What follows belongs to an exercise in optimizing a design on an open flow for small area and a short achievable clock period; a production flow would make more cautious choices.
Only simulation tests tie the RTL to the original design; equivalence was not proved.

File: flow/run.sh
#!/bin/bash
# synth_recipe.tcl (not shown) runs the flow's synth.tcl, then flattens the netlist and writes it again
# the make line also repeats each setting of config.mk as NAME=value (left out here)
make -C /OpenROAD-flow-scripts/flow DESIGN_CONFIG=/design/flow/config.mk WORK_HOME=/design/flow/orfs CLKGATE_MAP_FILE= SYNTH_SCRIPT=/design/flow/synth_recipe.tcl finish
File: flow/constraint.sdc
create_clock -name core_clock -period 6.0 [get_ports {clk}]
set_input_delay 1.2000 -clock core_clock [delete_from_list [all_inputs] [get_ports {clk}]]
set_output_delay 1.2000 -clock core_clock [all_outputs]
set_load 0.01 [all_outputs]
File: flow/design.v
module op(
	in0,
	in1,
	in2,
	out0
);
input [16-1:0] in0, in1, in2;
output [16-1:0] out0;
wire [16:0] sum = {1'b0, in1} + {1'b0, in2};
assign out0 = (sum < {1'b0, in0})? sum[16-1:0]: in0;
endmodule
module fw_control(
	in_valid,
	inD,
	reset,
	clk,
	instr_out,
	dOut
);
input reset, in_valid, clk;
input [4*16-1: 0] inD;
output [(2 + 3 + (3 - 2))-1: 0] instr_out;
output [4*16-1: 0] dOut;
reg v;
reg [(2 + 3 + (3 - 2))-2: 0] tag;
reg [4*16-1: 0] dOut;
reg [(2 + 3 + (3 - 2))-2: 0] counter1;
assign instr_out = {v, tag};
always @(posedge clk, posedge reset)
begin
	if (reset)
	begin
		v <= 1'b0;
		counter1 <= 0;
	end
	else
	begin
		v <= in_valid;
		if (in_valid)
			counter1 <= counter1 + 1'b1;
	end
end
always @(posedge clk)
begin
	tag <= counter1;
	dOut <= inD;
end
endmodule
module pe(
	reset,
	clk,
	in,
	instr_in,
	out,
	instr_out
);
parameter id = 0;
localparam FIRST = id / 4;
input reset, clk;
input [4*16-1: 0] in;
input [(2 + 3 + (3 - 2))-1: 0]  instr_in;
output [4*16-1:0] out;
output [(2 + 3 + (3 - 2))-1: 0] instr_out;
reg [4*16-1:0] out;
reg v;
reg [(2 + 3 + (3 - 2))-2: 0] tag;
assign instr_out = {v, tag};
wire in_v = instr_in[(2 + 3 + (3 - 2))-1];
wire in_pass = instr_in[(2 + 3 + (3 - 2))-2];
wire [3-1: 0] in_row = instr_in[(3 - 2) +: 3];
wire [(3 - 2)-1: 0] in_word = instr_in[(3 - 2)-1: 0];
reg [4*16-1: 0] pivot0, pivot1;
reg [16-1: 0] dik_r;
wire first = (in_word == FIRST);
wire [16-1: 0] dik_in = in[(id%4)*16 +: 16];
wire [16-1: 0] dik = first ? dik_in : dik_r;
wire [4*16-1: 0] pword = in_word ? pivot1 : pivot0;
wire [4*16-1: 0] out0;
always @(posedge clk)
begin
	if (in_v && first)
		dik_r <= dik_in;
	if (in_v && !in_pass && in_row == id)
	begin
		if (in_word)
			pivot1 <= in;
		else
			pivot0 <= in;
	end
	out <= out0;
	tag <= instr_in[(2 + 3 + (3 - 2))-2: 0];
end
always @(posedge clk, posedge reset)
begin
	if (reset)
		v <= 1'b0;
	else
		v <= in_v;
end
generate
genvar i;
for (i=0; i<4; i=i+1)
begin: op_array
	op op_inst(
	.in0(in[(i+1)*16-1 : i*16]),
	.in1(dik),
	.in2(pword[(i+1)*16-1 : i*16]),
	.out0(out0[(i+1)*16-1 : i*16]));
end
endgenerate
endmodule
module reorder(
	reset,
	clk,
	in,
	instr_in,
	out,
	instr_out
);
parameter HOLDW = 0;
parameter ONLY2 = 0;
input reset, clk;
input [4*16-1: 0] in;
input [(2 + 3 + (3 - 2))-1: 0]  instr_in;
output [4*16-1:0] out;
output [(2 + 3 + (3 - 2))-1: 0] instr_out;
reg [4*16-1:0] out;
reg v;
reg [(2 + 3 + (3 - 2))-2: 0] tag;
assign instr_out = {v, tag};
wire in_pass = instr_in[(2 + 3 + (3 - 2))-2];
wire in_v = instr_in[(2 + 3 + (3 - 2))-1] & (in_pass | !ONLY2);
wire [3-1: 0] in_row = instr_in[(3 - 2) +: 3];
wire [(3 - 2)-1: 0] in_word = instr_in[(3 - 2)-1: 0];
reg [4*16-1: 0] h;
reg h_pass;
reg [3-1: 0] h_row;
reg emit;
wire pass_now = in_v && in_word != HOLDW;
always @(posedge clk)
begin
	if (in_v && in_word == HOLDW)
	begin
		h <= in;
		h_pass <= in_pass;
		h_row <= in_row;
	end
	if (emit)
	begin
		out <= h;
		tag <= {h_pass, h_row, HOLDW[0]};
	end
	else
	begin
		out <= in;
		tag <= instr_in[(2 + 3 + (3 - 2))-2: 0];
	end
end
always @(posedge clk, posedge reset)
begin
	if (reset)
	begin
		emit <= 1'b0;
		v <= 1'b0;
	end
	else
	begin
		emit <= pass_now;
		v <= emit | pass_now;
	end
end
endmodule
module fw(
	clk,
	reset,
	inD,
	in_valid,
	outD,
	out_valid
);
input clk, reset, in_valid;
input [4*16-1 : 0] inD;
output [4*16-1 : 0] outD;
output out_valid;
wire [4*16-1:0] pe_in[8:0];
wire [4*16-1:0] pe_out[8-1:0];
wire [(2 + 3 + (3 - 2))-1: 0] instr_in[0:8];
wire [(2 + 3 + (3 - 2))-1: 0] instr_out[0:8-1];
wire [(2 + 3 + (3 - 2))-1: 0] out_tag;
fw_control fw_control_inst(
	.reset(reset),
	.clk(clk),
	.in_valid(in_valid),
	.inD(inD),
	.dOut(pe_in[0]),
	.instr_out(instr_in[0])
);
generate
genvar i;
for (i=0; i<8; i=i+1)
begin: pe_loop
	pe #(i) pe_inst(.reset(reset),
		.clk(clk),
		.instr_in(instr_in[i]),
		.in(pe_in[i]),
		.out(pe_out[i]),
		.instr_out(instr_out[i]));
	if (i == 8/2 - 1)
	begin: swap
		reorder #(0, 0) r(.reset(reset), .clk(clk),
			.in(pe_out[i]), .instr_in(instr_out[i]),
			.out(pe_in[i+1]), .instr_out(instr_in[i+1]));
	end
	else
	begin: pass
		assign pe_in[i+1] = pe_out[i];
		assign instr_in[i+1] = instr_out[i];
	end
end
endgenerate
reorder #(1, 1) r_out(.reset(reset), .clk(clk),
	.in(pe_in[8]), .instr_in(instr_in[8]),
	.out(outD), .instr_out(out_tag));
assign out_valid = out_tag[(2 + 3 + (3 - 2))-1];
endmodule
File: flow/config.mk
export PLATFORM = sky130hd
export DESIGN_NAME = fw
export DESIGN_NICKNAME = fw
export VERILOG_FILES = /design/flow/design.v
export SDC_FILE = /design/flow/constraint.sdc
export NUM_CORES = 4
export LEC_CHECK = 0
export CAP_MARGIN = 20
export CORE_MARGIN = 2
export CORE_UTILIZATION = 40
export SLEW_MARGIN = 20
==> summary.txt <==
-- metrics by stage --
step	instances	worst slack (ps)	hold WS (ps)
final	12300	190	336
after global placement	11800	368	329
after detailed placement	11800	294	337
after CTS	12300	221	343
after floorplan	8315	131	322
after global routing	12300	31.0	355
-- registers in the layout, indices dropped and copies added, names as in the netlist, 8 cells and up --
register / cells
pe_loop.pe_inst.pivot1: 512
fw_control_inst.dOut: 64
pe_loop.pe_inst.v: 8
pe_loop.pe_inst.pivot0: 512
r_out.h: 64
r_out.out: 64
pe_loop.pe_inst.out: 512
pe_loop.pe_inst.tag: 37
pe_loop.pe_inst.dik_r: 128
pe_loop.swap.r.out: 64
pe_loop.swap.r.h: 64
-- how the worst min path moves through the flow --
stage	from	to	slack, ps
after floorplan	pe_loop[2].pe_inst.tag[4]	pe_loop[3].pe_inst.tag[4]	320
after global placement	pe_loop[5].pe_inst.tag[2]	pe_loop[6].pe_inst.tag[2]	330
after detailed placement	pe_loop[5].pe_inst.tag[2]	pe_loop[6].pe_inst.tag[2]	340
after CTS	pe_loop[5].pe_inst.tag[1]	pe_loop[6].pe_inst.tag[1]	340
after global routing	fw_control_inst.tag[3]	pe_loop[0].pe_inst.tag[3]	350
final	pe_loop[5].pe_inst.tag[1]	pe_loop[6].pe_inst.tag[1]	340
-- synthesized netlist by cell type, types with 20 or more instances --
master    number  area (µm²)
a211oi_1     120         901
a21o_1       251        1880
a21oi_1      464        2320
a311oi_1      22         193
a31oi_1       71         444
and3_1        68         425
and4_1        24         210
buf_2         23         115
clkbuf_1     112         420
dfxtp_1      751       15000
edfxtp_1    1284       38600
fa_1          32         641
ha_1         993       12400
inv_1        606        2270
mux2_1        24         270
mux2_2      1130       12700
mux2_4        56         841
nand2_1      269        1010
nand2b_1      55         344
nand3_1       74         370
nand4_1       89         557
nor2_1       303        1140
nor2b_1       76         475
nor3_1       114         571
o211ai_1      26         195
o21a_1        35         263
o21ai_0      389        1950
o21bai_1      67         503
o31ai_1       20         150
o41ai_1       24         210
xnor2_1      281        2460
xor2_1       113         990
-- kinds of logic after synthesis --
| family | Yosys count |
|---|---|
| muxes | 1211 |
| AOI/OAI and AO/OA | 1702 |
| xor gates and xnor gates | 394 |
| DFF | 2053 |
| and+or+nand+nor | 1160 |
| buffers and inverters | 770 |
| adders and majority gates | 1025 |
-- layer usage --
metal  vias to the layer above  wire (µm)
met5                         -          0
met4                         0       7340
met1                     32500     123000
met3                       395      10500
met2                      1375     123000
li1                      31800          -
-- timing repair --
action | in CTS | in global routing
setup endpoints to repair | 0 | 25
resized for setup | 0 | 3
setup buffers | 0 | 2
-- area by class of cell --
| type | instances | area (µm²) |
|---|---|---|
| multi-input cells | 5492 | 47200 |
| well taps | 3402 | 4260 |
| repair buffers | 286 | 2550 |
| clock buffers | 311 | 6510 |
| inverters | 606 | 2270 |
| clock inverters | 103 | 1030 |
| flip-flops and latches | 2053 | 54100 |
| diodes | 4 | 10.0 |
| fillers | 23100 | 142000 |
==> key figures <==
Status
  • Status: no timing/DRC/antenna violations

Route
  • Detailed Routing Iterations Pass 1: 6
  • DRT antenna net count: 0
  • Vias/cell: roughly 5.4
  • Drc violations: 0
  • Routed WL per cell: 21.6 µm
  • Via count: between 60000 and 70000
  • Initial DRC Count: 4504
  • Post-Route WL: roughly 260000 µm

Logic synthesis
  • Post-Synth Adder-Cell Area: 0.125
  • Main synth FF type: edfxtp_1
  • Post-Synthesis Cell Area: roughly 100000 µm²
  • Async S/R FF share, synth: 0.00877
  • Largest family of logic cells by synthesized area: multiplexers
  • Post-Synth XOR/XNOR Area: 0.0331
  • Syn avg cell area: roughly 13 µm²
  • Post-synth EDFFs: between 1000 and 1500
  • Synthesized flop and latch total: a little over 2000
  • Distinct cells, synth: slightly below 90
  • Mux cell area share after synthesis: 0.133
  • Syn Nets: about 9400
  • Post-synthesis simple-gate area fraction: 0.0549
  • Synth Instances: around 8300
  • Post-synthesis compound-gate area fraction: 0.105
  • Sequential share of the synthesized area: 0.518
  • Synth warn: 12

CTS
  • CTS tree: yes
  • Root buffer cell: clkbuf_16
  • TritonCTS Buffers: roughly 230
  • Clock Sink Count: between 2000 and 2500
  • H-tree lvl count: 4
  • Clock latency on the worst-skew pair: ~870 ps
  • CTS max path bufs: 4
  • Hold_buf cts: 0
  • Clock transition at the registers of the reported paths: around 60 ps

Run
  • Max-cap viol count: 0

Cells and area
  • Final instance area: ~120000 µm²
  • Leading cell type in the layout, fill and taps excluded: edfxtp_1
  • Area growth, synth to finish: 13.1%
  • Util after Layout: 0.454
  • Commonest cells after routing, fill and taps aside: edfxtp_1, mux2_2, ha_1
  • Nets@finish: about 9800
  • Layout cells sized above 1: 0.201

Setup path
  • Cell Chain, Critical Path: mux2_2 > ha_1 > fa_1 > a211oi_1 > o21bai_1 > a211oi_1 > nor3_1 > o41ai_1 > xnor2_1 > ha_1 > nand3_1 > nor3_1 > o21ai_0 > o21ai_2 > a31o_1 > mux2_2
  • Slowest-stage cell, CP: a31o_1
  • Max incr delay on CP: between 700 and 800 ps
  • Reg-to-reg slack, setup: approximately 190 ps
  • Crit. End Element: flip-flop
  • Reg2Reg Launch Point: pe_loop[2].pe_inst.tag[0]
  • Critical Path RT: 6700 ps
  • Worst setup path startpoint: pe_loop[2].pe_inst.tag[0]
  • R2r worst-path depth: 16
  • Worst Path Arrival: roughly 6500 ps
  • Max FO, Critical Path: 27
  • R2R Path End: pe_loop[3].pe_inst.out[61]
  • Critical Path End: pe_loop[3].pe_inst.out[61]
  • Critical Path Source Type: flip-flop
  • CP Depth: 16
  • CP delay by family, top: compound AO/OA/AOI/OAI gates
  • Buf+Inv Stages, Crit Path: 0
  • Crit Path Class: flip-flop to flip-flop

Global routing
  • Grt total ovfl: 0
  • GR Util met2: 0.325
  • All-Layer GR Usage: 0.196
  • GR peak layer: met2
  • Initial antenna violation count: 11
  • First-pass GRT wire length: roughly 400000 µm
  • Largest net degree at the start of global routing: 69
  • Met1 usage: 0.269
  • Grt met3 use: 0.0230
  • Vias in the first global route: roughly 66000

Floorplanning
  • DIE AREA: around 260000 µm²
  • I/O pins: about 130
  • Rows: around 190
  • Die X: ~500 µm
  • Die H: approximately 500 µm
  • Initial core utilization: 0.402
  • Core ar.: 259000 µm²

Min path
  • Hold path depth: 0
  • HP Class: flip-flop to flip-flop

Timing
  • F_max: about 0.17 GHz
  • Total negative setup slack: 0 ps
  • Final Critical Period: about 5800 ps
  • Measured slew at the worst slew-check pin: 1210 ps
  • RSZ-0062 raised after global routing: false
  • Relative slew slack: 0.183
  • Max Slew Vio Count: 0
  • # setup viols final: 0
  • Tcrit/Tclk final: 0.968
  • Clock skew: roughly 95 ps
  • Final hold violation count: 0

Place
  • GPL Wtd Cong: between 0.8 and 0.9
  • Placed cell area: 110000 µm²
  • Port bufs: ~130
  • DP HPWL: 200000 µm

-- what the ideal ports hide --
In the flow no input, the clock included, has a driving cell. The finished layout below was timed again as built, in two steps. Step 1, drivers: a clkbuf_16 drives clk and a buf_2 each remaining input, both assumed. Step 2 adds t to the input delays and takes it off the output delays; t is the mean of the earliest and latest rising clock arrival at the registers after step 1. Input paths then give back, and output paths get back, about the clock's delay inside the block. Slacks: no drivers / after step 1 / after step 2; pairs: no drivers / after step 1.
shift t [ns]: 0.923
setup slack, ns: 0.190 / 0.190 / 0.190
worst hold slack (ns): 0.336 / 0.336 / 0.336
clock arrival spread, ns: 0.119 / 0.119
After both steps setup and hold are still met in this run. For this run, drivers alone change the setup slack by 0.000 ns; drivers and shift together by 0.000 ns.
